This is an optimization exercise on Yosys and OpenROAD, whose aim is small area, a short achievable clock period and few clock cycles, not a production implementation.
No functional check of the RTL was part of any run shown here.
Power figures rest on the tool's default switching activity, not on a simulated workload.

## flow/design.v

```verilog
module B2BCD_IP (
    input  [5:0] bin,
    output reg [7:0] bcd
);
always @(*) begin
    case (bin)
        6'd0: bcd = 8'h00;
        6'd1: bcd = 8'h01;
        6'd2: bcd = 8'h02;
        6'd3: bcd = 8'h03;
        6'd4: bcd = 8'h04;
        6'd5: bcd = 8'h05;
        6'd6: bcd = 8'h06;
        6'd7: bcd = 8'h07;
        6'd8: bcd = 8'h08;
        6'd9: bcd = 8'h09;
        6'd10: bcd = 8'h10;
        6'd11: bcd = 8'h11;
        6'd12: bcd = 8'h12;
        6'd13: bcd = 8'h13;
        6'd14: bcd = 8'h14;
        6'd15: bcd = 8'h15;
        6'd16: bcd = 8'h16;
        6'd17: bcd = 8'h17;
        6'd18: bcd = 8'h18;
        6'd19: bcd = 8'h19;
        6'd20: bcd = 8'h20;
        6'd21: bcd = 8'h21;
        6'd22: bcd = 8'h22;
        6'd23: bcd = 8'h23;
        6'd24: bcd = 8'h24;
        6'd25: bcd = 8'h25;
        6'd26: bcd = 8'h26;
        6'd27: bcd = 8'h27;
        6'd28: bcd = 8'h28;
        6'd29: bcd = 8'h29;
        6'd30: bcd = 8'h30;
        6'd31: bcd = 8'h31;
        6'd32: bcd = 8'h32;
        6'd33: bcd = 8'h33;
        6'd34: bcd = 8'h34;
        6'd35: bcd = 8'h35;
        6'd36: bcd = 8'h36;
        6'd37: bcd = 8'h37;
        6'd38: bcd = 8'h38;
        6'd39: bcd = 8'h39;
        6'd40: bcd = 8'h40;
        6'd41: bcd = 8'h41;
        6'd42: bcd = 8'h42;
        6'd43: bcd = 8'h43;
        6'd44: bcd = 8'h44;
        6'd45: bcd = 8'h45;
        6'd46: bcd = 8'h46;
        6'd47: bcd = 8'h47;
        6'd48: bcd = 8'h48;
        6'd49: bcd = 8'h49;
        6'd50: bcd = 8'h50;
        6'd51: bcd = 8'h51;
        6'd52: bcd = 8'h52;
        6'd53: bcd = 8'h53;
        6'd54: bcd = 8'h54;
        6'd55: bcd = 8'h55;
        6'd56: bcd = 8'h56;
        6'd57: bcd = 8'h57;
        6'd58: bcd = 8'h58;
        6'd59: bcd = 8'h59;
        6'd60: bcd = 8'h60;
        6'd61: bcd = 8'h61;
        6'd62: bcd = 8'h62;
        6'd63: bcd = 8'h63;
    endcase
end
endmodule
module YEAR_LUT (
    input  [4:0] y4,
    output reg [3:0] t,
    output reg [2:0] u
);
always @(*) begin
    case (y4)
        5'd0: begin t = 4'd7; u = 3'd0; end
        5'd1: begin t = 4'd7; u = 3'd2; end
        5'd2: begin t = 4'd7; u = 3'd4; end
        5'd3: begin t = 4'd8; u = 3'd1; end
        5'd4: begin t = 4'd8; u = 3'd3; end
        5'd5: begin t = 4'd9; u = 3'd0; end
        5'd6: begin t = 4'd9; u = 3'd2; end
        5'd7: begin t = 4'd9; u = 3'd4; end
        5'd8: begin t = 4'd0; u = 3'd1; end
        5'd9: begin t = 4'd0; u = 3'd3; end
        5'd10: begin t = 4'd1; u = 3'd0; end
        5'd11: begin t = 4'd1; u = 3'd2; end
        5'd12: begin t = 4'd1; u = 3'd4; end
        5'd13: begin t = 4'd2; u = 3'd1; end
        5'd14: begin t = 4'd2; u = 3'd3; end
        5'd15: begin t = 4'd3; u = 3'd0; end
        5'd16: begin t = 4'd3; u = 3'd2; end
        5'd17: begin t = 4'd3; u = 3'd4; end
        5'd18: begin t = 4'd4; u = 3'd1; end
        5'd19: begin t = 4'd4; u = 3'd3; end
        5'd20: begin t = 4'd5; u = 3'd0; end
        5'd21: begin t = 4'd5; u = 3'd2; end
        5'd22: begin t = 4'd5; u = 3'd4; end
        5'd23: begin t = 4'd6; u = 3'd1; end
        5'd24: begin t = 4'd6; u = 3'd3; end
        5'd25: begin t = 4'd7; u = 3'd0; end
        5'd26: begin t = 4'd7; u = 3'd2; end
        5'd27: begin t = 4'd7; u = 3'd4; end
        5'd28: begin t = 4'd8; u = 3'd1; end
        5'd29: begin t = 4'd8; u = 3'd3; end
        5'd30: begin t = 4'd9; u = 3'd0; end
        5'd31: begin t = 4'd9; u = 3'd2; end
    endcase
end
endmodule
module UT_TOP (
    clk, rst_n, in_valid, in_time,
    out_valid, out_display, out_day
);
input clk, rst_n, in_valid;
input [30:0] in_time;
output reg out_valid;
output reg [3:0] out_display;
output reg [2:0] out_day;
reg [4:0] cnt;
wire idle = (cnt == 5'd0);
reg [9:0]  R1;     
reg [15:0] S;      
reg [6:0]  LO;     
reg [1:0]  QD;     
reg [2:0]  W;      
reg        gt, lt; 
reg [10:0] R2;
reg [4:0]  Y;      
reg [1:0]  YO;     
reg [1:0]  HH;
reg [3:0]  MO;
reg [4:0]  DY;
wire [9:0]  a0  = in_time[30:21];
wire        c0  = (a0 >= 10'd675);
wire [9:0]  r0  = c0 ? a0 - 10'd675 : a0;
wire [11:0] x1 = {R1, S[15:14]};
wire        c1a = (x1 >= 12'd675), c1b = (x1 >= 12'd1350), c1c = (x1 >= 12'd2025);
wire [1:0]  q1 = c1c ? 2'd3 : c1b ? 2'd2 : c1a ? 2'd1 : 2'd0;
wire [11:0] r1n = c1c ? x1 - 12'd2025 : c1b ? x1 - 12'd1350 : c1a ? x1 - 12'd675 : x1;
wire [12:0] x2 = {R2, QD};
wire        c2a = (x2 >= 13'd1461), c2b = (x2 >= 13'd2922), c2c = (x2 >= 13'd4383);
wire [1:0]  q2 = c2c ? 2'd3 : c2b ? 2'd2 : c2a ? 2'd1 : 2'd0;
wire [12:0] r2n = c2c ? x2 - 13'd4383 : c2b ? x2 - 13'd2922 : c2a ? x2 - 13'd1461 : x2;
reg [2:0] wn;
always @(*) begin
    case ({W, q1})
        5'd0: wn = 3'd0;   5'd1: wn = 3'd1;   5'd2: wn = 3'd2;   5'd3: wn = 3'd3;
        5'd4: wn = 3'd4;   5'd5: wn = 3'd5;   5'd6: wn = 3'd6;   5'd7: wn = 3'd0;
        5'd8: wn = 3'd1;   5'd9: wn = 3'd2;   5'd10: wn = 3'd3;  5'd11: wn = 3'd4;
        5'd12: wn = 3'd5;  5'd13: wn = 3'd6;  5'd14: wn = 3'd0;  5'd15: wn = 3'd1;
        5'd16: wn = 3'd2;  5'd17: wn = 3'd3;  5'd18: wn = 3'd4;  5'd19: wn = 3'd5;
        5'd20: wn = 3'd6;  5'd21: wn = 3'd0;  5'd22: wn = 3'd1;  5'd23: wn = 3'd2;
        5'd24: wn = 3'd3;  5'd25: wn = 3'd4;  5'd26: wn = 3'd5;  5'd27: wn = 3'd6;
        5'd28: wn = 3'd0;  5'd29: wn = 3'd1;  5'd30: wn = 3'd2;  default: wn = 3'd3;
    endcase
end
reg [1:0] gdig;
always @(*) begin
    case (cnt[3:0])
        4'd1, 4'd2, 4'd3: gdig = 2'd2;
        4'd4: gdig = 2'd3;
        4'd6: gdig = 2'd3;
        4'd7: gdig = 2'd1;
        default: gdig = 2'd0;
    endcase
end
wire GEnow = gt | (~lt & c1a);
wire GE = gt | ~lt;
wire        ch1 = (R1 >= 10'd225), ch2 = (R1 >= 10'd450);
wire [1:0]  hh = ch2 ? 2'd2 : ch1 ? 2'd1 : 2'd0;
wire [9:0]  r1h = ch2 ? R1 - 10'd450 : ch1 ? R1 - 10'd225 : R1;
wire [8:0]  xh = {R1[7:0], LO[6]};
wire        bh = (xh >= 9'd225);
wire [8:0]  rh = bh ? xh - 9'd225 : xh;
wire [7:0]  RH = R1[7:0];
wire        cm1 = (RH >= 8'd60), cm2 = (RH >= 8'd120), cm3 = (RH >= 8'd180);
wire [1:0]  mq = cm3 ? 2'd3 : cm2 ? 2'd2 : cm1 ? 2'd1 : 2'd0;
wire [7:0]  rmq = cm3 ? RH - 8'd180 : cm2 ? RH - 8'd120 : cm1 ? RH - 8'd60 : RH;
wire [6:0]  xm = {R1[5:0], LO[6]};
wire        bm = (xm >= 7'd60);
wire [6:0]  rm = bm ? xm - 7'd60 : xm;
wire [8:0] doy  = R2[10:2];
wire       leap = (YO == 2'd2);
wire T1  = (doy >= 9'd31);
wire T2  = leap ? (doy >= 9'd60)  : (doy >= 9'd59);
wire T3  = leap ? (doy >= 9'd91)  : (doy >= 9'd90);
wire T4  = leap ? (doy >= 9'd121) : (doy >= 9'd120);
wire T5  = leap ? (doy >= 9'd152) : (doy >= 9'd151);
wire T6  = leap ? (doy >= 9'd182) : (doy >= 9'd181);
wire T7  = leap ? (doy >= 9'd213) : (doy >= 9'd212);
wire T8  = leap ? (doy >= 9'd244) : (doy >= 9'd243);
wire T9  = leap ? (doy >= 9'd274) : (doy >= 9'd273);
wire T10 = leap ? (doy >= 9'd305) : (doy >= 9'd304);
wire T11 = leap ? (doy >= 9'd335) : (doy >= 9'd334);
wire [3:0] mcalc;
assign mcalc[3] = T8;
assign mcalc[2] = T4 & ~T8;
assign mcalc[1] = (T2 & ~T4) | (T6 & ~T8) | T10;
assign mcalc[0] = (T1 & ~T2) | (T3 & ~T4) | (T5 & ~T6) | (T7 & ~T8) | (T9 & ~T10) | T11;
reg [4:0] mst;
always @(*) begin
    case ({leap, MO})
        5'd0:  mst = 5'd31;  5'd1:  mst = 5'd30;  5'd2:  mst = 5'd26;  5'd3:  mst = 5'd25;
        5'd4:  mst = 5'd23;  5'd5:  mst = 5'd22;  5'd6:  mst = 5'd20;  5'd7:  mst = 5'd19;
        5'd8:  mst = 5'd18;  5'd9:  mst = 5'd16;  5'd10: mst = 5'd15;  5'd11: mst = 5'd13;
        5'd16: mst = 5'd31;  5'd17: mst = 5'd30;  5'd18: mst = 5'd27;  5'd19: mst = 5'd26;
        5'd20: mst = 5'd24;  5'd21: mst = 5'd23;  5'd22: mst = 5'd21;  5'd23: mst = 5'd20;
        5'd24: mst = 5'd19;  5'd25: mst = 5'd17;  5'd26: mst = 5'd16;  5'd27: mst = 5'd14;
        default: mst = 5'd0;
    endcase
end
wire [4:0] dcalc = doy[4:0] - mst;
reg [3:0] mun;
always @(*) begin
    case (MO)
        4'd0: mun = 4'd1;  4'd1: mun = 4'd2;  4'd2: mun = 4'd3;  4'd3: mun = 4'd4;
        4'd4: mun = 4'd5;  4'd5: mun = 4'd6;  4'd6: mun = 4'd7;  4'd7: mun = 4'd8;
        4'd8: mun = 4'd9;  4'd9: mun = 4'd0;  4'd10: mun = 4'd1; default: mun = 4'd2;
    endcase
end
wire [3:0] yt;
wire [2:0] yu;
YEAR_LUT u_year (.y4(Y), .t(yt), .u(yu));
wire [1:0] yo = (cnt == 5'd9) ? q2 : YO;
wire       ycarry = (yu == 3'd4) && yo[1];
wire [3:0] ytens = ycarry ? ((yt == 4'd9) ? 4'd0 : yt + 4'd1) : yt;
wire [3:0] yu2 = {yu, 1'b0} + yo;
wire [3:0] yunits = (yu2 >= 4'd10) ? yu2 - 4'd10 : yu2;
reg [5:0] cv;
always @(*) begin
    case (cnt)
        5'd13, 5'd14: cv = {1'b0, DY};
        5'd15, 5'd16: cv = {1'b0, HH, LO[2:0]};
        5'd17, 5'd18: cv = {LO[6:3], R1[7:6]};
        default:      cv = R1[5:0];
    endcase
end
wire [7:0] cbcd;
B2BCD_IP u_bcd (.bin(cv), .bcd(cbcd));
reg [3:0] dig;
always @(*) begin
    case (cnt)
        5'd7:  dig = GEnow ? 4'd2 : 4'd1;
        5'd8:  dig = GE ? 4'd0 : 4'd9;
        5'd9:  dig = ytens;
        5'd10: dig = yunits;
        5'd11: dig = (MO >= 4'd9) ? 4'd1 : 4'd0;
        5'd12: dig = mun;
        5'd13, 5'd15, 5'd17, 5'd19: dig = cbcd[7:4];
        default: dig = cbcd[3:0];
    endcase
end
wire dslot = (cnt >= 5'd7) && (cnt <= 5'd20);
always @(posedge clk or negedge rst_n) begin
    if (!rst_n) begin
        cnt <= 5'd0;
        out_valid <= 1'b0;
        out_display <= 4'd0;
        out_day <= 3'd0;
    end else begin
        if (in_valid) cnt <= 5'd1;
        else if (cnt == 5'd21) cnt <= 5'd0;
        else if (!idle) cnt <= cnt + 5'd1;
        out_valid <= dslot;
        out_display <= dslot ? dig : 4'd0;
        if (cnt == 5'd7) out_day <= wn;
        else if (!dslot) out_day <= 3'd0;
    end
end
always @(posedge clk) begin
    if (idle) begin
        R1 <= r0;
        S  <= {in_time[20:7], 2'b00};
        LO <= in_time[6:0];
        QD <= {1'b0, c0};
        W  <= c0 ? 3'd2 : 3'd1;
        gt <= c0;
        lt <= 1'b0;
        R2 <= 11'd0;
    end else begin
        S  <= {S[13:0], 2'b00};
        QD <= (cnt == 5'd8) ? 2'd2 : q1;
        W  <= wn;
        if (!gt && !lt) begin
            gt <= (q1 > gdig);
            lt <= (q1 < gdig);
        end
        if (cnt <= 5'd9) R2 <= r2n[10:0];
        if (cnt <= 5'd8) Y <= {Y[2:0], q2};
        if (cnt == 5'd9) YO <= q2;
        if (cnt <= 5'd7) R1 <= r1n[9:0];
        if (cnt == 5'd8) begin
            R1 <= r1h;
            HH <= hh;
        end
        if (cnt >= 5'd9 && cnt <= 5'd11) begin
            R1[7:0] <= rh[7:0];
            LO <= {LO[5:0], bh};
        end
        if (cnt == 5'd12) R1[7:0] <= {mq, rmq[5:0]};
        if (cnt >= 5'd13 && cnt <= 5'd16) begin
            R1[5:0] <= rm[5:0];
            R1[7:6] <= {R1[6], bm};
            LO[6:3] <= {LO[5:3], R1[7]};
        end
        if (cnt == 5'd10) MO <= mcalc;
        if (cnt == 5'd11) DY <= dcalc;
    end
end
endmodule
```

## flow/flow/run.sh

```bash
#!/bin/bash
# Standard layout, except that synthesis maps adders and comparators through ABC
# (no full/half-adder cell extraction), which gives smaller and faster logic here.
set -euo pipefail
bash standard.sh ADDER_MAP_FILE= finish > flow_make.log 2>&1
```

## flow/standard.sh

```bash
#!/bin/bash
# synth_recipe.tcl (not shown) runs the flow's synth.tcl, then flattens the netlist and writes it again
# the make line also repeats each setting of config.mk as NAME=value (left out here)
make -C /OpenROAD-flow-scripts/flow DESIGN_CONFIG=/design/flow/config.mk WORK_HOME=/design/flow/orfs CLKGATE_MAP_FILE= SYNTH_SCRIPT=/design/flow/synth_recipe.tcl "${@:-finish}"
```

## flow/config.mk

```make
export PLATFORM = sky130hd
export DESIGN_NAME = UT_TOP
export DESIGN_NICKNAME = UT_TOP
export VERILOG_FILES = /design/flow/design.v
export SDC_FILE = /design/flow/constraint.sdc
export NUM_CORES = 4
export LEC_CHECK = 0
export ABC_AREA = 1
export CAP_MARGIN = 20
export CORE_MARGIN = 2
export CORE_UTILIZATION = 60
export SETUP_SLACK_MARGIN = 5
export SLEW_MARGIN = 20
```

## flow/constraint.sdc

```tcl
create_clock -name core_clock -period 9.0 [get_ports {clk}]
set_input_delay 1.8000 -clock core_clock [delete_from_list [all_inputs] [get_ports {clk}]]
set_output_delay 1.8000 -clock core_clock [all_outputs]
set_load 0.01 [all_outputs]
```

==> summary.txt, run 1 <==
Synth
  • Ys Warns: 3
  • Avg Synthesized Cell Area: around 6 um^2
  • EDFF count, synth: 36
  • Dominant cell type by area after synthesis: nand2_1
  • Post-Syn Nets: 1307
  • Commonest cells post-synth: nand2_1 (423), inv_1 (127), nor2_1 (121)
  • Ys async rst share: between 10% and 20%
  • Top FF cell, synth: dfxtp_1
  • Top cell type's share of synthesized area: between 20% and 30%
  • Flops & latches, synth: 91
  • Syn Inst Count: 1273
  • Top post-synthesis cells by area: nand2_1 (21%), edfxtp_1 (14%), dfxtp_1 (11%)
  • Cell with the most instances after synthesis: nand2_1
  • Sequential area share after synthesis: 29.3%
  • Post-synthesis cell area: approximately 0.0077 mm^2
  • Distinct cells, synth: 50

CTS
  • Post CTS Setup Buffer Count: 0
  • Post-CTS Resized: 0
  • Hold_buf cts: 0
  • CTS tree: built
  • Clock slew at reported path FFs: 0.07 ns
  • CTS Buf Count: 9
  • Insertion delay to the later sink of the worst-skew pair: 0.35 ns
  • H-Tree Depth: 3
  • Clock Tree Root: clkbuf_16
  • Clock Path Buffers: 2
  • Clock Sink Count: between 90 and 100

Pwr
  • Max VDD drop: 0.214 mV
  • Leak: approximately 0.0041 uW
  • Power Dens Cells: 345 mW/mm^2

STA
  • Final period util: 41.3%
  • Setup TNS: 0 ns
  • PnR worst setup slack: 5.29 ns
  • Final min period: 3.71 ns
  • Max Freq: approximately 270 MHz
  • Final setup fails: 0
  • Unrepaired setup endpoints after global routing: no
  • Final Slew Violations: 0
  • Slew headroom: 30.1%
  • Clock Skew: approximately 0.009 ns
  • Final hold vios: 0
  • Worst-Margin Slew: 1.05 ns
  • Hold_ws: 0.419 ns

Die
  • FP Rows: ~40
  • Starting density of the core: 61.1%
  • Die ar.: about 0.014 mm^2
  • Core ar.: about 0.013 mm^2
  • Width of the die: about 120 um
  • IO Count: 42
  • Die Ht: 117 um

Placement
  • Gpl congestion: just over 1
  • HPWL after detailed placement: 17.1 mm
  • Dpl ws: 4.97 ns
  • Input/output buffers: 41

Routing
  • Routed vias/inst: 5.77
  • Pre-antenna DRT Iters: 5
  • Vias: around 8500
  • Detailed Route WL: 22.9 mm
  • Drt drc: 0
  • Drt wl/cell: roughly 16 um
  • Initial DRC count: 974
  • Post-route ant nets: 0

Global routing
  • Largest net degree at the start of global routing: 37
  • GR Layer Usage met2: ~56%
  • Gr ovfl total: 0
  • First-pass GRT wire length: 36.6 mm
  • Grt met3 use: 5.56%
  • Initial antenna violation count: 0
  • GR Layer Usage met1: 44.7%
  • Vias in the first global route: 7484
  • Busiest grt layer: met2
  • Global Route Usage Sum: 34.3%

Setup path
  • CP Capture Type: flip-flop
  • Reg2reg setup slack: 5.79 ns
  • CP max FO: 8
  • Worst EP arrival: about 3.8 ns
  • Crit path from: in_time[21]
  • FF-to-FF path depth: 14
  • Type of the worst setup path: input port to flip-flop
  • Worst Path Required: 9.11 ns
  • Critical path launch point type: input port
  • FF-to-FF Start: R1[3]$_DFFE_PP_

Job
  • Max_cap viols: 0

Min path
  • Min-Delay Path Class: flip-flop to flip-flop
  • Hold Path Depth: 2
  • Hold path startpoint: S[11]$_DFF_P_

Cells and area
  • Final Util: 67.2%
  • Seq. cell area: 0.00225 mm^2
  • Fraction of layout cells with a size suffix above 1: 7.24%
  • Number of nets in the layout: 1328
  • Filler instances: approximately 1200
  • Area occupied by multi-input gates: 0.00465 mm^2
  • Area grow syn2layout: 10.1%

Status
  • Status: timing/DRC/antenna clean
## layer usage
metal / wire, um / share of wire [%]
met4: 1000 / 4.4
met1: 9390 / 41
met5: 0 / 0
met3: 1920 / 8.4
met2: 10600 / 46
## power breakdown
group / internal [uW] / switching [uW] / total [uW]
combinational: 550 / 1190 / 1740
sequential: 590 / 203 / 793
clock: 217 / 166 / 383
## stage by stage
stage | instances | power [uW] | area (um^2)
after global placement | 1455 | 2460 | 8150
after global routing | 1471 | 3190 | 8450
after CTS | 1471 | 2870 | 8450
after floorplan | 1273 | 2070 | 7680
final | 1472 | 2920 | 8450
after detailed placement | 1455 | 2470 | 8150
## sequential cells by signal (all words and copies together), names as in the netlist, 3 cells and up
signal,count
out_day,3
yt,4
R2,11
S,14
DY,5
Y,5
cnt,5
out_display,4
W,3
mun,4
yu,3
LO,7
MO,4
R1,10
## logic make-up after synthesis
| group | synth area share (%) |
|---|---|
| AOI/OAI and AO/OA | 18.6 |
| buffers and inverters | 10.1 |
| xor gates and xnor gates | 2.17 |
| DFF | 29.3 |
| and+or+nand+nor | 39.9 |
## layout make-up
type                            count  share of cell area, %
Antenna cell                        1                 0.0296
Clock buffer                        9                   2.67
Clock inverter                      7                  0.844
Inverter                          158                   7.05
Multi-Input combinational cell    989                   55.1
Sequential cell                    91                   26.6
Tap cell                          172                   2.55
Timing Repair Buffer               45                   5.21
## placed cells by master, fill, tap and decap left out, types with 5 or more instances in the layout
cell type          n
a21oi_1           83
a31oi_1           11
clkbuf_16          9
clkdlybuf4s50_1   41
dfrtp_1           13
dfxtp_1           42
edfxtp_1          36
inv_1            127
inv_2             27
inv_4              5
nand2_1          423
nand2_2           10
nand3_1           99
nand4_1           12
nor2_1           121
nor2_2            10
nor3_1            14
o211ai_1          16
o21ai_0           95
o21ai_1           23
o21ai_2            7
xor2_1            16
## path summary, 6_finish.rpt
kind | to
worst max-delay path | R1[1]$_DFFE_PP_
worst max register to register | R1[9]$_DFFE_PP_
max in group asynchronous | out_display[3]$_DFF_PN0_
worst min-delay path | S[13]$_DFF_P_
min in group asynchronous | out_display[2]$_DFF_PN0_
worst min register to register | S[13]$_DFF_P_
## worst max-delay path: stages
cell	delay, ns
clkdlybuf4s50_1	0.46
nand2_1	0.10
nand2_1	0.05
inv_1	0.06
nand2_1	0.08
a21oi_1	0.22
nor2_1	0.09
o21ai_2	0.30
inv_1	0.15
nand2_1	0.12
o21ai_0	0.11
a21oi_1	0.21
a21oi_1	0.06
==> inputs of run 2 (changes only) <==
--- a/flow/design.v
+++ b/flow/design.v
@@ -96,20 +96,7 @@
         5'd15: begin t = 4'd3; u = 3'd0; end
         5'd16: begin t = 4'd3; u = 3'd2; end
         5'd17: begin t = 4'd3; u = 3'd4; end
-        5'd18: begin t = 4'd4; u = 3'd1; end
-        5'd19: begin t = 4'd4; u = 3'd3; end
-        5'd20: begin t = 4'd5; u = 3'd0; end
-        5'd21: begin t = 4'd5; u = 3'd2; end
-        5'd22: begin t = 4'd5; u = 3'd4; end
-        5'd23: begin t = 4'd6; u = 3'd1; end
-        5'd24: begin t = 4'd6; u = 3'd3; end
-        5'd25: begin t = 4'd7; u = 3'd0; end
-        5'd26: begin t = 4'd7; u = 3'd2; end
-        5'd27: begin t = 4'd7; u = 3'd4; end
-        5'd28: begin t = 4'd8; u = 3'd1; end
-        5'd29: begin t = 4'd8; u = 3'd3; end
-        5'd30: begin t = 4'd9; u = 3'd0; end
-        5'd31: begin t = 4'd9; u = 3'd2; end
+        default: begin t = y4[3:0]; u = y4[2:0]; end
     endcase
 end
 endmodule
@@ -130,23 +117,45 @@
 reg [1:0]  QD;     
 reg [2:0]  W;      
 reg        gt, lt; 
+reg        F1;     
 reg [10:0] R2;
 reg [4:0]  Y;      
 reg [1:0]  YO;     
 reg [1:0]  HH;
 reg [3:0]  MO;
 reg [4:0]  DY;
-wire [9:0]  a0  = in_time[30:21];
-wire        c0  = (a0 >= 10'd675);
-wire [9:0]  r0  = c0 ? a0 - 10'd675 : a0;
+wire        c0 = (in_time[30:21] >= 10'd675);
 wire [11:0] x1 = {R1, S[15:14]};
-wire        c1a = (x1 >= 12'd675), c1b = (x1 >= 12'd1350), c1c = (x1 >= 12'd2025);
+wire        c1a = F1 ? (x1 >= 12'd3375) : (x1 >= 12'd675);
+wire        c1b = F1 ? (x1 >= 12'd4050) : (x1 >= 12'd1350);
+wire        c1c = ~F1 & (x1 >= 12'd2025);
 wire [1:0]  q1 = c1c ? 2'd3 : c1b ? 2'd2 : c1a ? 2'd1 : 2'd0;
-wire [11:0] r1n = c1c ? x1 - 12'd2025 : c1b ? x1 - 12'd1350 : c1a ? x1 - 12'd675 : x1;
+reg  [11:0] k1;
+always @(*) begin
+    case ({F1, q1})
+        3'd0: k1 = 12'd0;
+        3'd1: k1 = 12'd675;
+        3'd2: k1 = 12'd1350;
+        3'd3: k1 = 12'd2025;
+        3'd4: k1 = 12'd2700;
+        3'd5: k1 = 12'd3375;
+        default: k1 = 12'd4050;
+    endcase
+end
+wire [11:0] r1n = x1 - k1;
 wire [12:0] x2 = {R2, QD};
 wire        c2a = (x2 >= 13'd1461), c2b = (x2 >= 13'd2922), c2c = (x2 >= 13'd4383);
 wire [1:0]  q2 = c2c ? 2'd3 : c2b ? 2'd2 : c2a ? 2'd1 : 2'd0;
-wire [12:0] r2n = c2c ? x2 - 13'd4383 : c2b ? x2 - 13'd2922 : c2a ? x2 - 13'd1461 : x2;
+reg  [12:0] k2;
+always @(*) begin
+    case (q2)
+        2'd0: k2 = 13'd0;
+        2'd1: k2 = 13'd1461;
+        2'd2: k2 = 13'd2922;
+        default: k2 = 13'd4383;
+    endcase
+end
+wire [12:0] r2n = x2 - k2;
 reg [2:0] wn;
 always @(*) begin
     case ({W, q1})
@@ -221,7 +230,8 @@
     case (MO)
         4'd0: mun = 4'd1;  4'd1: mun = 4'd2;  4'd2: mun = 4'd3;  4'd3: mun = 4'd4;
         4'd4: mun = 4'd5;  4'd5: mun = 4'd6;  4'd6: mun = 4'd7;  4'd7: mun = 4'd8;
-        4'd8: mun = 4'd9;  4'd9: mun = 4'd0;  4'd10: mun = 4'd1; default: mun = 4'd2;
+        4'd8: mun = 4'd9;  4'd9: mun = 4'd0;  4'd10: mun = 4'd1; 4'd11: mun = 4'd2;
+        default: mun = MO;    
     endcase
 end
 wire [3:0] yt;
@@ -260,24 +270,23 @@
 always @(posedge clk or negedge rst_n) begin
     if (!rst_n) begin
         cnt <= 5'd0;
-        out_valid <= 1'b0;
-        out_display <= 4'd0;
-        out_day <= 3'd0;
     end else begin
         if (in_valid) cnt <= 5'd1;
         else if (cnt == 5'd21) cnt <= 5'd0;
         else if (!idle) cnt <= cnt + 5'd1;
-        out_valid <= dslot;
-        out_display <= dslot ? dig : 4'd0;
-        if (cnt == 5'd7) out_day <= wn;
-        else if (!dslot) out_day <= 3'd0;
     end
 end
 always @(posedge clk) begin
+    out_valid <= dslot;
+    out_display <= dslot ? dig : 4'd0;
+    out_day <= (cnt == 5'd7) ? wn : dslot ? W : 3'd0;
+end
+always @(posedge clk) begin
     if (idle) begin
-        R1 <= r0;
+        R1 <= in_time[30:21];
         S  <= {in_time[20:7], 2'b00};
         LO <= in_time[6:0];
+        F1 <= c0;
         QD <= {1'b0, c0};
         W  <= c0 ? 3'd2 : 3'd1;
         gt <= c0;
@@ -285,8 +294,9 @@
         R2 <= 11'd0;
     end else begin
         S  <= {S[13:0], 2'b00};
+        F1 <= 1'b0;
         QD <= (cnt == 5'd8) ? 2'd2 : q1;
-        W  <= wn;
+        if (cnt <= 5'd7) W <= wn;
         if (!gt && !lt) begin
             gt <= (q1 > gdig);
             lt <= (q1 < gdig);
==> flow/flow/run.sh (replaced) <==
#!/bin/bash
# Standard layout, except that synthesis maps adders and comparators through ABC
# (no full/half-adder cell extraction), and timing repair aims for 2.6 ns paths.
set -euo pipefail
bash standard.sh ADDER_MAP_FILE= SETUP_SLACK_MARGIN=6.4 finish > flow_make.log 2>&1
==> run 2 against run 1 <==
  * Flip-flop and latch count decreased by 10
  * Global-route usage increased by 0.27 points
  * Critical path depth increased by 7
  * Clock skew increased by 0.0048 ns
  * Sequential power decreased by 8.6%
  * First-iteration DRC count increased by 40%
  * Highest routed layer unchanged
  * Still clean
==> summary.txt, run 2 <==
CTS
  • Clock Tree Root: clkbuf_16
  • Clock Path Buffers: 2
  • Clock slew at reported path FFs: 0.07 ns
  • Insertion delay to the later sink of the worst-skew pair: about 0.36 ns
  • CTS tree: built
  • Clock Sink Count: 81
  • CTS Buf Count: 9
  • H-Tree Depth: 3
  • Hold_buf cts: 0

Cells and area
  • Ant. Diodes: 0
  • Largest register FFs: 14
  • Top flop regs: S (14), R2 (11), R1 (10)
  • Fraction of layout cells with a size suffix above 1: 26.9%
  • Commonest non-fill, non-tap cell in the layout: nand2_1
  • Largest Register: S
  • Number of nets in the layout: 1349
  • Area grow syn2layout: 27.1%
  • Non-filler cells, final: 1488
  • Commonest non-fill, non-tap cells in the layout: nand2_1 (271), inv_1 (129), nor2_1 (125), buf_4 (90), nand3_1 (69)

Synth
  • Flops & latches, synth: 81
  • Distinct cells, synth: 66
  • Post-Syn Nets: around 1200
  • Post-synthesis cell area: around 0.0075 mm^2
  • Dominant cell type by area after synthesis: edfxtp_1
  • Top cell type's share of synthesized area: between 10% and 20%
  • Ys Warns: 3
  • Avg Synthesized Cell Area: 6.31 um^2
  • Syn Inst Count: 1196
  • Commonest cells post-synth: nand2_1 (300), nor2_1 (147), inv_1 (144)
  • Sequential area share after synthesis: between 20% and 30%
  • Top FF cell, synth: edfxtp_1
  • Cell with the most instances after synthesis: nand2_1
  • Ys async rst share: about 6.2%
  • Top post-synthesis cells by area: edfxtp_1 (16%), nand2_1 (15%), dfxtp_1 (9.8%)
  • EDFF count, synth: 39

STA
  • Hold_ws: 0.420 ns
  • Final Slew Violations: 0
  • Final setup fails: 0
  • Slew headroom: 43.1%
  • Worst-Margin Slew: 0.848 ns
  • Final min period: between 2 and 3 ns
  • Unrepaired setup endpoints after global routing: yes
  • Clock Skew: between 0.01 and 0.015 ns
  • PnR worst setup slack: approximately 6.1 ns
  • Max Freq: roughly 340 MHz
  • Final hold vios: 0
  • Setup TNS: 0 ns
  • Final period util: 32.6%

Job
  • Max_cap viols: 0

Routing
  • Initial DRC count: 1359
  • Routed vias/inst: 6.06
  • Vias: 9022
  • Detailed Route WL: 25.2 mm
  • Drt drc: 0
  • Drt wl/cell: 16.9 um
  • Pre-antenna DRT Iters: 8
  • Post-route ant nets: 0

Placement
  • Input/output buffers: 41
  • Cells after DPL: 1375
  • HPWL after detailed placement: 16.1 mm
  • Gpl congestion: around 0.96
  • Dpl ws: 5.56 ns

Setup path
  • Slowest CP cell: edfxtp_1
  • Most frequent CP cell: nand2_1
  • CP Capture Type: flip-flop
  • Crit path cell chain: nand2_2, inv_1, nand4_1, a21oi_4, a21oi_4, buf_6, nand2_2, nand2_2, o21ai_1, inv_1, nand2_1, inv_1, nand2_1, nand2_1, nand3_2, nand2_1, nand2_1, nand2_1, nand2_1, a21oi_2
  • Worst path max stage delay: 0.52 ns
  • Critical path launch point type: flip-flop
  • Worst EP arrival: 3.04 ns
  • Worst Path Required: 9.11 ns
  • Type of the worst setup path: flip-flop to flip-flop
  • CP max FO: 5

Global routing
  • Gr ovfl total: 0
  • Global Route Usage Sum: 34.6%
  • Largest net degree at the start of global routing: 43
  • Initial antenna violation count: 0
  • Vias in the first global route: 7493
  • First-pass GRT wire length: roughly 37 mm

Die
  • Width of the die: 116 um
  • Die Ht: 116 um
  • Starting density of the core: 62.0%
  • IO Count: 42
  • Die ar.: 0.0135 mm^2
  • Core ar.: 0.0122 mm^2
  • FP Rows: 40

Pwr
  • Leak: approximately 0.0045 uW
  • Total power: 4140 uW
  • Max VDD drop: around 0.37 mV
  • Power Dens Cells: between 400 and 500 mW/mm^2

Min path
  • Min-Delay Path Class: flip-flop to flip-flop

Status
  • Status: timing/DRC/antenna clean
run 2: cell count changes in the layout (fill, tap and decap cells not counted), sizes merged, moves of 16 or more:
cell / change
nand2: -104
nor2: +26
clkdlybuf4s50: -18
o21ai: -33
buf: +108
inv: +16
run 2: worst paths after layout:
path | cells past startpoint | to | start | slack [ns]
setup reg to reg | 20 | R1[7]$_DFFE_PP_ | R1[7]$_DFFE_PP_ | 6.07
hold / removal | 2 | S[14]$_DFF_P_ | S[12]$_DFF_P_ | 0.42
min in group asynchronous | 1 | cnt[4]$_DFFE_PN0P_ | rst_n | 1.68
max in group asynchronous | 1 | cnt[3]$_DFFE_PN0P_ | rst_n | 7.08
setup / recovery | 20 | R1[7]$_DFFE_PP_ | R1[7]$_DFFE_PP_ | 6.07
hold reg to reg | 2 | S[14]$_DFF_P_ | S[12]$_DFF_P_ | 0.42
run 2: kinds of logic (layout without fill, tap and decap cells):
group,count (synthesis),after routing,share of synthesized area (%)
adder cells (fa/ha/maj),1,1,0.133
buffers and inverters,212,336,11.6
AO/OA/AOI/OAI,248,248,20.5
AND/OR/NAND/NOR,634,634,38.4
multiplexers,1,1,0.149
flip-flops,81,81,27.0
XOR/XNOR,19,19,2.21
run 2: per-layer routing:
metal / GRT usage (%) / part of all wire, % / wire (um)
met1: 50.3 / 40 / 10100
met2: 52.2 / 43 / 10900
met3: 7.06 / 13 / 3200
met4: 10.1 / 4.0 / 995
met5: 0 / 0 / 0
run 2: worst max-delay path, delay by kind of cell (launching register included):
kind	cells	cell delay (ns)
compound gates	4	0.60
simple gates	12	1.06
buf+inv	4	0.49
flops	1	0.52
run 2: what timing repair did:
item                                    in CTS  in global routing
setup buffers                               51                 46
pin swaps                                   25                 42
resized for setup                          133                108
endpoints found under the setup margin      39                 33
run 2: layout make-up:
cell class | count | area, um^2
Fill cell | 924 | 2570
Clock buffer | 10 | 229
Multi-Input combinational cell | 903 | 5100
Timing Repair Buffer | 141 | 1190
Sequential cell | 81 | 2070
Tap cell | 168 | 210
Inverter | 179 | 716
Clock inverter | 6 | 75.1
run 2: report_power, final:
part,leakage (uW),internal (uW),total (uW),switching (uW)
logic,0.00355,1130,3020,1900
clock network,0.000146,220,393,173
registers,0.000755,554,725,171
total,0.00445,1900,4140,2240
run 2: metrics by stage:
step / utilization (%) / cell area [um^2]
6_report: 78.8 / 9590
3_3_place_gp: 65.9 / 8020
4_1_cts: 73.1 / 8890
5_1_grt: 78.8 / 9590
2_1_floorplan: - / 7560
3_5_place_dp: 65.9 / 8020
==> inputs of run 3 (changes only) <==
--- a/flow/design.v
+++ b/flow/design.v
@@ -121,9 +121,9 @@
 reg [10:0] R2;
 reg [4:0]  Y;      
 reg [1:0]  YO;     
-reg [1:0]  HH;
-reg [3:0]  MO;
-reg [4:0]  DY;
+wire [1:0] HH = S[1:0];
+wire [3:0] MO = S[5:2];
+wire [4:0] DY = S[10:6];
 wire        c0 = (in_time[30:21] >= 10'd675);
 wire [11:0] x1 = {R1, S[15:14]};
 wire        c1a = F1 ? (x1 >= 12'd3375) : (x1 >= 12'd675);
@@ -293,7 +293,7 @@
         lt <= 1'b0;
         R2 <= 11'd0;
     end else begin
-        S  <= {S[13:0], 2'b00};
+        if (cnt <= 5'd7) S <= {S[13:0], 2'b00};
         F1 <= 1'b0;
         QD <= (cnt == 5'd8) ? 2'd2 : q1;
         if (cnt <= 5'd7) W <= wn;
@@ -307,7 +307,7 @@
         if (cnt <= 5'd7) R1 <= r1n[9:0];
         if (cnt == 5'd8) begin
             R1 <= r1h;
-            HH <= hh;
+            S[1:0] <= hh;
         end
         if (cnt >= 5'd9 && cnt <= 5'd11) begin
             R1[7:0] <= rh[7:0];
@@ -319,8 +319,8 @@
             R1[7:6] <= {R1[6], bm};
             LO[6:3] <= {LO[5:3], R1[7]};
         end
-        if (cnt == 5'd10) MO <= mcalc;
-        if (cnt == 5'd11) DY <= dcalc;
+        if (cnt == 5'd10) S[5:2] <= mcalc;
+        if (cnt == 5'd11) S[10:6] <= dcalc;
     end
 end
 endmodule
==> run 3 against run 2 <==
  * Still clean
  * Clock skew is 0.0054 ns lower
  * Die area fell by 3.3%
  * Maximum frequency grew 4.2%
  * Critical endpoint unchanged
  * Largest cell class unchanged
  * Highest routed layer unchanged
==> summary.txt, run 3 <==
Placement
  • Gpl congestion: 0.978
  • HPWL after detailed placement: 16.7 mm
  • Input/output buffers: 41
  • Placement-stage cell area: 0.00775 mm^2
  • Cells after DPL: 1370

Setup path
  • Critical path launch point type: flip-flop
  • CP Depth: 17
  • Setup crit end: R1[7]$_DFFE_PP_
  • CP Capture Type: flip-flop
  • Type of the worst setup path: flip-flop to flip-flop
  • Reg2reg setup slack: 6.18 ns
  • CP max FO: 6
  • Crit path from: R1[3]$_DFFE_PP_
  • Slowest CP cell: edfxtp_1
  • Terminus of the critical flop-to-flop path: R1[7]$_DFFE_PP_
  • Worst EP arrival: 3.02 ns
  • Crit path max-delay family: simple AND/OR/NAND/NOR gates
  • Worst Path Required: 9.20 ns
  • FF-to-FF path depth: 17
  • Most frequent CP cell: nand2_1
  • Worst Path Buf+Inv: 1
  • Worst path max stage delay: 0.55 ns
  • Crit path cell chain: inv_2, nand2_2, nor2_1, nand3_1, nand4_1, nand3_2, nand2_2, nand2_1, o21ai_1, nand2_1, nand3_1, nand2_1, nand3_1, nand2_1, o21ai_2, nand2_1, a21oi_1
  • FF-to-FF Start: R1[3]$_DFFE_PP_

Synth
  • Top FF cell, synth: edfxtp_1
  • Distinct cells, synth: 60
  • Top post-synthesis cells by area: edfxtp_1 (17%), nand2_1 (16%), inv_1 (8.5%)
  • Cell with the most instances after synthesis: nand2_1
  • Ys Warns: 3
  • Post-Syn Nets: 1246
  • Commonest cells post-synth: nand2_1 (314), inv_1 (165), nor2_1 (149)
  • EDFF count, synth: 42
  • Ys async rst share: a little under 7%
  • Dominant cell type by area after synthesis: edfxtp_1
  • Avg Synthesized Cell Area: 6.01 um^2
  • Syn Inst Count: ~1200
  • Sequential area share after synthesis: 25.9%
  • Flops & latches, synth: 72
  • Post-synthesis cell area: ~0.0073 mm^2
  • Top cell type's share of synthesized area: ~17%

Cells and area
  • Largest register FFs: 16
  • Commonest non-fill, non-tap cells in the layout: nand2_1 (283), inv_1 (146), nor2_1 (128), buf_4 (91), o21ai_0 (85)
  • Design area: 0.00939 mm^2
  • Commonest non-fill, non-tap cell in the layout: nand2_1
  • Top flop regs: S (16), R2 (11), R1 (10)
  • Fraction of layout cells with a size suffix above 1: between 20% and 30%
  • Number of nets in the layout: roughly 1400
  • Non-filler cells, final: 1483
  • Area grow syn2layout: 28.9%
  • Largest Register: S
  • Ant. Diodes: 0

Global routing
  • First-pass GRT wire length: 37.2 mm
  • Gr ovfl total: 0
  • GR Layer Usage met2: roughly 55%
  • Busiest grt layer: met2
  • Vias in the first global route: roughly 7700
  • Largest net degree at the start of global routing: 40
  • Grt met3 use: under 10%
  • Initial antenna violation count: 0
  • Global Route Usage Sum: 36.1%
  • GR Layer Usage met1: 50.7%

Die
  • Core ar.: 0.0119 mm^2
  • Die ar.: 0.0130 mm^2
  • FP Rows: 40
  • Width of the die: 114 um
  • Starting density of the core: between 60% and 70%
  • Die Ht: 114 um
  • IO Count: 42

Job
  • Max_cap viols: 0

Routing
  • Drt drc: 0
  • Initial DRC count: around 1600
  • Routed vias/inst: slightly above 6
  • Vias: 9227
  • Post-route ant nets: 0
  • Pre-antenna DRT Iters: 8
  • Detailed Route WL: approximately 26 mm
  • Drt wl/cell: about 17 um

Min path
  • Hold Path Depth: 1
  • Hold path startpoint: lt$_SDFFE_PP0P_
  • Min-Delay Path Class: flip-flop to flip-flop

STA
  • Worst-Margin Slew: 0.505 ns
  • Final hold vios: 0
  • Max Freq: between 300 and 400 MHz
  • Slew headroom: 66.0%
  • Final period util: 31.3%
  • Final min period: between 2 and 3 ns
  • Final setup fails: 0
  • Unrepaired setup endpoints after global routing: yes
  • Hold_ws: slightly above 0.5 ns
  • Setup TNS: 0 ns
  • Clock Skew: 0.00817 ns
  • Final Slew Violations: 0

Status
  • Status: timing/DRC/antenna clean

CTS
  • Insertion delay to the later sink of the worst-skew pair: 0.36 ns
  • Hold_buf cts: 0
  • Clock Path Buffers: 2
  • H-Tree Depth: 3
  • Clock Tree Root: clkbuf_16
  • Clock slew at reported path FFs: 0.07 ns
  • CTS Buf Count: 9
  • Clock Sink Count: 72
  • CTS tree: built

Pwr
  • Total power: 3860 uW
  • Leak: 0.00442 uW
  • Max VDD drop: ~0.33 mV
  • Power Dens Cells: between 400 and 500 mW/mm^2
-- run 3: worst min-delay path by stage --
stage                                    to  slack, ns
after floorplan           S[0]$_SDFFE_PP0P_       0.46
after CTS                   lt$_SDFFE_PP0P_       0.52
after global placement      lt$_SDFFE_PP0P_       0.49
after detailed placement    lt$_SDFFE_PP0P_       0.51
final                       lt$_SDFFE_PP0P_       0.52
after global routing        lt$_SDFFE_PP0P_       0.54
-- run 3: cell families after synthesis --
logic type,Yosys count,share of synthesized area [%]
DFF,72,25.9
xor gates and xnor gates,16,1.92
AOI/OAI and AO/OA,274,22.4
buffers and inverters,220,12.0
and+or+nand+nor,630,37.8
-- run 3: power breakdown --
| group | switching [uW] | internal (uW) | total (uW) |
|---|---|---|---|
| Sequential | 171 | 506 | 677 |
| Clock | 161 | 280 | 441 |
| Combinational | 1720 | 1020 | 2740 |
-- run 3: layout make-up --
class                      instances  area, um^2
clock buffer                      10         239
clock inverter                     6         115
fill                             911        2520
inverter                         185         727
multi-input combinational        920        5040
sequential                        72        1910
tap                              147         184
timing repair buffer             143        1170
-- run 3: stage by stage --
step	setup WS (ns)	util, %
2_1_floorplan	6.31	-
3_3_place_gp	5.60	65.1
3_5_place_dp	5.55	65.1
4_1_cts	6.31	72.1
5_1_grt	6.03	78.8
6_report	6.18	78.8
-- run 3: repair_timing --
item                       in CTS  in global routing
setup buffers                  44                 53
resized for setup             124                132
setup endpoints to repair      55                 48
pin swaps                      23                 44
-- run 3: worst reg2reg max path: cells and delay by family, from the launching register on --
kind	cells	cell delay [ns]
simple gates	13	1.40
flops	1	0.55
compound gates	3	0.55
buf+inv	1	0.17
-- run 3: metal layers --
metal / up-vias / wire length, um
met4: 0 / 1030
met1: 4077 / 10400
met2: 731 / 11200
met5: - / 0
li1: 4287 / -
met3: 132 / 3090
==> inputs of run 4 (changes only) <==
--- a/flow/design.v
+++ b/flow/design.v
@@ -117,45 +117,23 @@
 reg [1:0]  QD;     
 reg [2:0]  W;      
 reg        gt, lt; 
-reg        F1;     
 reg [10:0] R2;
 reg [4:0]  Y;      
 reg [1:0]  YO;     
 wire [1:0] HH = S[1:0];
 wire [3:0] MO = S[5:2];
 wire [4:0] DY = S[10:6];
-wire        c0 = (in_time[30:21] >= 10'd675);
+wire [9:0]  a0  = in_time[30:21];
+wire        c0  = (a0 >= 10'd675);
+wire [9:0]  r0  = c0 ? a0 - 10'd675 : a0;
 wire [11:0] x1 = {R1, S[15:14]};
-wire        c1a = F1 ? (x1 >= 12'd3375) : (x1 >= 12'd675);
-wire        c1b = F1 ? (x1 >= 12'd4050) : (x1 >= 12'd1350);
-wire        c1c = ~F1 & (x1 >= 12'd2025);
+wire        c1a = (x1 >= 12'd675), c1b = (x1 >= 12'd1350), c1c = (x1 >= 12'd2025);
 wire [1:0]  q1 = c1c ? 2'd3 : c1b ? 2'd2 : c1a ? 2'd1 : 2'd0;
-reg  [11:0] k1;
-always @(*) begin
-    case ({F1, q1})
-        3'd0: k1 = 12'd0;
-        3'd1: k1 = 12'd675;
-        3'd2: k1 = 12'd1350;
-        3'd3: k1 = 12'd2025;
-        3'd4: k1 = 12'd2700;
-        3'd5: k1 = 12'd3375;
-        default: k1 = 12'd4050;
-    endcase
-end
-wire [11:0] r1n = x1 - k1;
+wire [11:0] r1n = c1c ? x1 - 12'd2025 : c1b ? x1 - 12'd1350 : c1a ? x1 - 12'd675 : x1;
 wire [12:0] x2 = {R2, QD};
 wire        c2a = (x2 >= 13'd1461), c2b = (x2 >= 13'd2922), c2c = (x2 >= 13'd4383);
 wire [1:0]  q2 = c2c ? 2'd3 : c2b ? 2'd2 : c2a ? 2'd1 : 2'd0;
-reg  [12:0] k2;
-always @(*) begin
-    case (q2)
-        2'd0: k2 = 13'd0;
-        2'd1: k2 = 13'd1461;
-        2'd2: k2 = 13'd2922;
-        default: k2 = 13'd4383;
-    endcase
-end
-wire [12:0] r2n = x2 - k2;
+wire [12:0] r2n = c2c ? x2 - 13'd4383 : c2b ? x2 - 13'd2922 : c2a ? x2 - 13'd1461 : x2;
 reg [2:0] wn;
 always @(*) begin
     case ({W, q1})
@@ -283,10 +261,9 @@
 end
 always @(posedge clk) begin
     if (idle) begin
-        R1 <= in_time[30:21];
+        R1 <= r0;
         S  <= {in_time[20:7], 2'b00};
         LO <= in_time[6:0];
-        F1 <= c0;
         QD <= {1'b0, c0};
         W  <= c0 ? 3'd2 : 3'd1;
         gt <= c0;
@@ -294,7 +271,6 @@
         R2 <= 11'd0;
     end else begin
         if (cnt <= 5'd7) S <= {S[13:0], 2'b00};
-        F1 <= 1'b0;
         QD <= (cnt == 5'd8) ? 2'd2 : q1;
         if (cnt <= 5'd7) W <= wn;
         if (!gt && !lt) begin
==> flow/flow/run.sh (replaced) <==
#!/bin/bash
# Standard layout, except:
#  - synthesis maps adders and comparators through ABC (no full/half-adder
#    cell extraction), which gives smaller and faster logic here;
#  - port buffers are plain buf_1 cells (resized later where timing needs it);
#  - clock tree synthesis adds no dummy loads;
#  - timing repair aims for 2.5 ns paths.
set -euo pipefail
bash standard.sh ADDER_MAP_FILE= SETUP_SLACK_MARGIN=6.5 \
  "BUFFER_PORTS_ARGS=-buffer_cell sky130_fd_sc_hd__buf_1" \
  "CTS_ARGS=-sink_clustering_enable -repair_clock_nets -dont_use_dummy_load" \
  finish > flow_make.log 2>&1
==> run 4 against run 3 <==
  * Still clean on timing, DRC and antenna
  * Die area rose by 3.7%
  * Synthesized area increased by 3.8%
  * Global-route usage shrank 0.54 points
  * Largest power group unchanged
==> summary.txt, run 4 <==
STA
  • Final period util: 34.8%
  • Final Slew Violations: 0
  • Max Freq: 320 MHz
  • Setup TNS: 0 ns
  • Clock Skew: 0.0131 ns
  • PnR worst setup slack: 5.87 ns
  • Final setup fails: 0
  • Slew headroom: 57.0%
  • Unrepaired setup endpoints after global routing: yes
  • Final hold vios: 0
  • Worst-Margin Slew: 0.644 ns
  • Final min period: 3.13 ns

Cells and area
  • Area occupied by multi-input gates: 0.00509 mm^2
  • Top flop regs: S (16), R2 (11), R1 (10)
  • Area grow syn2layout: 16.9%
  • Filler instances: 1128
  • Ant. Diodes: 0
  • Fraction of layout cells with a size suffix above 1: 16.4%
  • Seq. cell area: around 0.0019 mm^2
  • Largest register FFs: 16
  • Number of nets in the layout: 1409
  • Largest Register: S
  • Commonest non-fill, non-tap cell in the layout: nand2_1
  • Commonest non-fill, non-tap cells in the layout: nand2_1 (360), nor2_1 (144), inv_1 (137), o21ai_0 (108), nand3_1 (93)

Global routing
  • Largest net degree at the start of global routing: slightly below 50
  • Global Route Usage Sum: 35.5%
  • Vias in the first global route: between 7000 and 8000
  • Initial antenna violation count: 0
  • Gr ovfl total: 0
  • First-pass GRT wire length: 38.0 mm

Placement
  • HPWL after detailed placement: 17.3 mm
  • Gpl congestion: 0.986
  • Dpl ws: 5.48 ns
  • Input/output buffers: 41

Routing
  • Routed vias/inst: 5.90
  • Vias: 9109
  • Drt drc: 0
  • Pre-antenna DRT Iters: 6
  • Drt wl/cell: 16.0 um
  • Detailed Route WL: 24.8 mm
  • Post-route ant nets: 0
  • Initial DRC count: roughly 1300

Synth
  • Post-Syn Nets: between 1000 and 1500
  • Post-synthesis cell area: 0.00756 mm^2
  • Sequential area share after synthesis: 24.7%
  • Flops & latches, synth: 71
  • Distinct cells, synth: 54
  • Commonest cells post-synth: nand2_1 (376), nor2_1 (159), inv_1 (143)
  • Ys async rst share: 7.04%
  • Avg Synthesized Cell Area: a little under 6 um^2
  • EDFF count, synth: 42
  • Syn Inst Count: approximately 1300
  • Dominant cell type by area after synthesis: nand2_1
  • Top cell type's share of synthesized area: 18.7%
  • Ys Warns: 3
  • Cell with the most instances after synthesis: nand2_1
  • Top post-synthesis cells by area: nand2_1 (19%), edfxtp_1 (17%), nor2_1 (7.9%)
  • Top FF cell, synth: edfxtp_1

Setup path
  • CP Depth: 15
  • Slowest CP cell: or2_4
  • FF-to-FF path depth: 14
  • Most frequent CP cell: nand2_4
  • Crit path cell chain: buf_6, nor2_4, nand2_2, or2_4, nand2_4, nand2_4, nand2_4, inv_4, o21ai_4, inv_4, buf_4, nand2_2, xnor2_1, nand2_1, nand2_1
  • Type of the worst setup path: input port to flip-flop
  • Worst EP arrival: between 3 and 4 ns
  • Worst path max stage delay: 0.26 ns
  • Worst Path Buf+Inv: 4
  • CP Capture Type: flip-flop
  • CP max FO: 6
  • Crit path max-delay family: simple AND/OR/NAND/NOR gates
  • Worst Path Required: 9.10 ns
  • Critical path launch point type: input port

Pwr
  • Switch share: approximately 55%
  • Power Dens Cells: 353 mW/mm^2
  • Seq pwr share: 21.8%
  • Comb power frac: 68.4%
  • Internal power: about 1400 uW
  • NetSw: 1710 uW
  • Clock power share: 9.8%
  • Max VDD drop: approximately 0.26 mV
  • Leak: approximately 0.0042 uW

Die
  • Die Ht: about 120 um
  • Width of the die: 116 um
  • Starting density of the core: between 60% and 70%
  • FP Rows: 41
  • Die ar.: ~0.014 mm^2
  • Core ar.: 0.0125 mm^2
  • IO Count: 42

CTS
  • CTS tree: built
  • Clock Sink Count: 71
  • Clock Path Buffers: 2
  • Clock Tree Root: clkbuf_16
  • CTS Buf Count: 9
  • Clock slew at reported path FFs: 0.06 ns
  • Hold_buf cts: 0
  • H-Tree Depth: 3
  • Insertion delay to the later sink of the worst-skew pair: 0.35 ns

Min path
  • Hold Path Depth: 2
  • Min-Delay Path Class: flip-flop to flip-flop

Job
  • Max_cap viols: 0

Status
  • Status: timing/DRC/antenna clean
[run 4: cell count changes in the layout (fill, tap and decap cells not counted), moves of 15 or more]
cell and delta:
a21oi_1 +23, buf_1 +29, buf_4 -28, clkdlybuf4s50_1 -23, nand2_1 +77, nand2_2 -15, nand3_1 +25, nor2_1 +16
o21ai_0 +23
[run 4: worst paths after layout]
path,endpoint,slack (ns),from
min,lt$_SDFFE_PP0P_,0.50,lt$_SDFFE_PP0P_
max reg2reg,R1[6]$_DFFE_PP_,6.39,R1[3]$_DFFE_PP_
max in group asynchronous,cnt[3]$_DFFE_PN0P_,7.41,rst_n
min reg2reg,lt$_SDFFE_PP0P_,0.50,lt$_SDFFE_PP0P_
min in group asynchronous,cnt[0]$_DFFE_PN0P_,1.32,rst_n
max,R1[5]$_DFFE_PP_,5.87,in_time[24]
[run 4: cells by family after synthesis]
logic type	Yosys count	share of synthesized area, %
buffers and inverters	207	10.9
and+or+nand+nor	718	41.6
xor gates and xnor gates	17	1.97
AOI/OAI and AO/OA	283	20.8
DFF	71	24.7
[run 4: per-layer routing]
metal  GRT usage (%)  share of wire (%)  routed length [um]
met5               0                  0                   0
met3            8.20                 11                2730
met1            50.0                 42               10400
met2            53.0                 44               10900
met4            13.5                3.2                 799
[run 4: repair_timing]
action,CTS,global route
resized for setup,48,59
buffers inserted,36,27
pin swaps,8,10
hold endpoints to repair,0,0
setup endpoints to repair,52,59
[run 4: worst reg2reg max path, stage by stage (launching register included)]
cell and delay (ns):
edfxtp_1 0.53, inv_1 0.43, nand2_1 0.26, nor2_1 0.26, inv_1 0.08, a21oi_1 0.15
o21ai_1 0.09, nand3_1 0.07, nand3_1 0.10, nand2_1 0.09, nand2_1 0.07, nand2_1 0.06
nand2_1 0.04, nand2_1 0.07, nand2_1 0.06
[run 4: power groups by stage]
stage / combinational [uW] / sequential [uW] / clock [uW]
2_1_floorplan: 1520 / 564 / 0
3_5_place_dp: 1790 / 699 / 0
4_1_cts: 1940 / 665 / 304
6_report: 2130 / 681 / 304
5_1_grt: 2380 / 698 / 315
3_3_place_gp: 1770 / 699 / 0
[run 4: final cells by class]
type | instances | area share [%]
Multi-Input combinational cell | 1018 | 57.6
Clock buffer | 9 | 2.55
Sequential cell | 71 | 21.4
Inverter | 167 | 7.53
Timing Repair Buffer | 108 | 8.50
Tap cell | 172 | 2.43
[run 4: stage by stage]
stage          util (%)  cell area, um^2  hold WS (ns)  total power [uW]  cells
4_1_cts            67.7             8440         0.492              2900   1518
3_5_place_dp       62.6             7800         0.481              2480   1473
6_report           70.9             8840         0.497              3120   1545
2_1_floorplan         -             7590         0.440              2080   1296
3_3_place_gp       62.6             7800         0.487              2470   1473
5_1_grt            70.9             8840         0.519              3390   1545

what the ideal ports hide:
The results above use ideal ports. As a check the final layouts listed here were re-extracted and re-timed, cells and wires unchanged.
Step 1: set_driving_cell puts a clkbuf_16 on clk and a buf_2 on each other input, an assumption about the parent block.
Step 2 times the ports against the registers' clock, not the clock port: input delays grow and output delays shrink by t, the midpoint of the rising clock arrivals with the driver on.
a / b / c = ideal ports / drivers / drivers and shift; a / b = the first two.
run | t (ns) | slack for setup (ns) | slew at the worst register clock pin (ns)
run 1 | 0.390 | 5.287 / 5.307 / 4.917 | 0.07 / 0.07
run 2 | 0.393 | 6.067 / 6.067 / 5.945 | 0.07 / 0.07
run 3 | 0.398 | 6.184 / 6.184 / 6.009 | 0.07 / 0.07
run 4 | 0.389 | 5.872 / 5.886 / 5.497 | 0.06 / 0.06
After both steps every run listed still meets setup and hold. The setup slack of run 4, which loses most, moves by +0.014 ns with the drivers and by -0.375 ns with both steps.
